What follows belongs to an exercise in optimizing a design on an open flow for small area and a short achievable clock period; a production flow would make more cautious choices.
Function was checked by simulation only, so behaviour that the tests miss may differ from the original.

==> flow/design.v (excerpt) <==
module awgn_top(clk, reset, s0, s1, s2, s3, s4, s5, x0, x1, valid);
For scale: ~8700 cells after synthesis, about 230 I/O pins.
export LEC_CHECK = 0
export CAP_MARGIN = 20
export CORE_MARGIN = 2
export CORE_UTILIZATION = 55
export SLEW_MARGIN = 20
export SYNTH_MEMORY_MAX_BITS = 16384
create_clock -name core_clock -period 23.0 [get_ports {clk}]
standard.sh (not shown) runs the stock make flow with config.mk's settings and CLKGATE_MAP_FILE= SYNTH_SCRIPT=/design/flow/synth_recipe.tcl, a recipe that flattens the netlist after the stock synthesis.
==> flow/flow/run.sh <==
#!/bin/bash
# Standard layout (standard synthesis, same SDC and constraints). The timing repair is asked to
# keep extra setup slack, so that it also works on paths well below the 23 ns period, and the
# port buffers are buf_2 cells.
set -euo pipefail
bash standard.sh SETUP_SLACK_MARGIN=17.2 "BUFFER_PORTS_ARGS=-buffer_cell sky130_fd_sc_hd__buf_2" finish > flow_make.log 2>&1
The baseline produced a clean layout.
Change:
--- a/flow/flow/run.sh
+++ b/flow/flow/run.sh
@@ -6 +6 @@
-bash standard.sh SETUP_SLACK_MARGIN=17.2 "BUFFER_PORTS_ARGS=-buffer_cell sky130_fd_sc_hd__buf_2" finish > flow_make.log 2>&1
+bash standard.sh SETUP_SLACK_MARGIN=17.3 "BUFFER_PORTS_ARGS=-buffer_cell sky130_fd_sc_hd__buf_2" finish > flow_make.log 2>&1
CTS_CLUSTER_DIAMETER = 150   (was not set)
CTS_CLUSTER_SIZE = 20   (was not set)
What happened: Die area is unchanged. Critical path depth fell by 22. Design area fell by 2.0%. Non-clock buffer count fell by 1. Via count fell by 0.32%. Global-route usage fell by 0.10 points. Count of clock-buffer cells in the layout fell by 60. Clock skew hardly moves. Wire length hardly moves.
Change:
CORE_UTILIZATION = 60   (was 55)
CTS_CLUSTER_DIAMETER = not set   (was 150)
CTS_CLUSTER_SIZE = not set   (was 20)
Non-clock buffer count rose by 2.
Cell count came out lower by 0.45%.
Cell area came out higher by about 1.9%.
Global-route usage is higher by 2.3 points.
Clock-buffer cell count is higher by 66.
Worst setup slack improves by 0.0047 ns.
Die area goes down by about 8%.
Change:
--- a/flow/flow/run.sh
+++ b/flow/flow/run.sh
@@ -6 +6 @@
-bash standard.sh SETUP_SLACK_MARGIN=17.3 "BUFFER_PORTS_ARGS=-buffer_cell sky130_fd_sc_hd__buf_2" finish > flow_make.log 2>&1
+bash standard.sh SETUP_SLACK_MARGIN=17.5 "BUFFER_PORTS_ARGS=-buffer_cell sky130_fd_sc_hd__buf_2" finish > flow_make.log 2>&1
CORE_UTILIZATION = 55   (was 60)
CTS_CLUSTER_DIAMETER = 150   (was not set)
CTS_CLUSTER_SIZE = 20   (was not set)
Effect: Via count decreases by 1.9%. Design area came out lower by 0.78%. Wire length rises by 0.90%. Die area came out higher by 9.0%. Final cell count came out higher by 1.0%. Register-to-register slack loses 0.12 ns.

* * *

## birch
awgn_top, a different RTL version from the one above (not shown whole).
For scale: roughly 0.093 mm^2 of cells after synthesis.
// awgn_top
module awgn_top(clk, reset, s0, s1, s2, s3, s4, s5, x0, x1, valid);
make LEC_CHECK=0 CAP_MARGIN=20 CORE_MARGIN=2 CORE_UTILIZATION=40 SLEW_MARGIN=20 SYNTH_MEMORY_MAX_BITS=16384 finish   # period 23.0 ns
run.sh (not shown) runs the stock make flow with config.mk's settings and CLKGATE_MAP_FILE= SYNTH_SCRIPT=/design/flow/synth_recipe.tcl, a recipe that flattens the netlist after the stock synthesis.
Stock flow here: none of the scripts above is used.
birch | status: complete | timing, DRC, antenna: pass
What pine does differently from birch at the input level:
- CORE_UTILIZATION now 60, was 40
## What came out
- Compared to birch, pine has floorplan die height about 18% lower.
- On effective utilization at floorplan: between birch and pine, it ends up lower for birch.
- On pine: non-clock buffer count is 4.6% lower than what birch gave.
- Going from birch to pine, cell count shrank by a little under 10%.
- Taking birch as the reference point, the detailed-route wire length per cell of pine rises by 4.0%.
- Cmp birch and pine / global-route wire length before repair / higher: birch
- Worst clock skew across birch and pine: no real change.
- The register area was comparable across birch and pine.
- In the tables for birch and pine, area growth from synthesis to layout reads lower with pine.
- Setup slack in pine is larger than in birch.

port drivers added, routing unchanged:
No port has a modelled driver above. Below, the same layouts with a new extraction and two added sets of constraints. Step 1: set_driving_cell puts a clkbuf_16 on clk and a buf_2 on each other input, an assumption about the parent block. Step 2 adds t to the input delays and takes it off the output delays; t is the mean of the earliest and latest rising clock arrival at the registers after step 1. Input paths then give back, and output paths get back, about the clock's delay inside the block. Slacks: ideal / step 1 / step 2; pairs: ideal / step 1.
run	t (ns)	slack for setup (ns)	worst setup path after step 2	pins driven straight from the clock port
the first run of note 1	0.785	17.169 / 17.169 / 17.169	register to register	1
the second run of note 1	0.728	17.233 / 17.160 / 17.270	register to register	1
the third run of note 1	0.758	17.238 / 17.200 / 17.238	register to register	1
the fourth run of note 1	0.717	17.117 / 17.117 / 17.117	register to register	1
birch	0.844	14.929 / 14.929 / 14.929	register to register	1
pine	0.853	15.761 / 15.761 / 15.761	register to register	1
After both steps setup and hold are still met in every run listed.
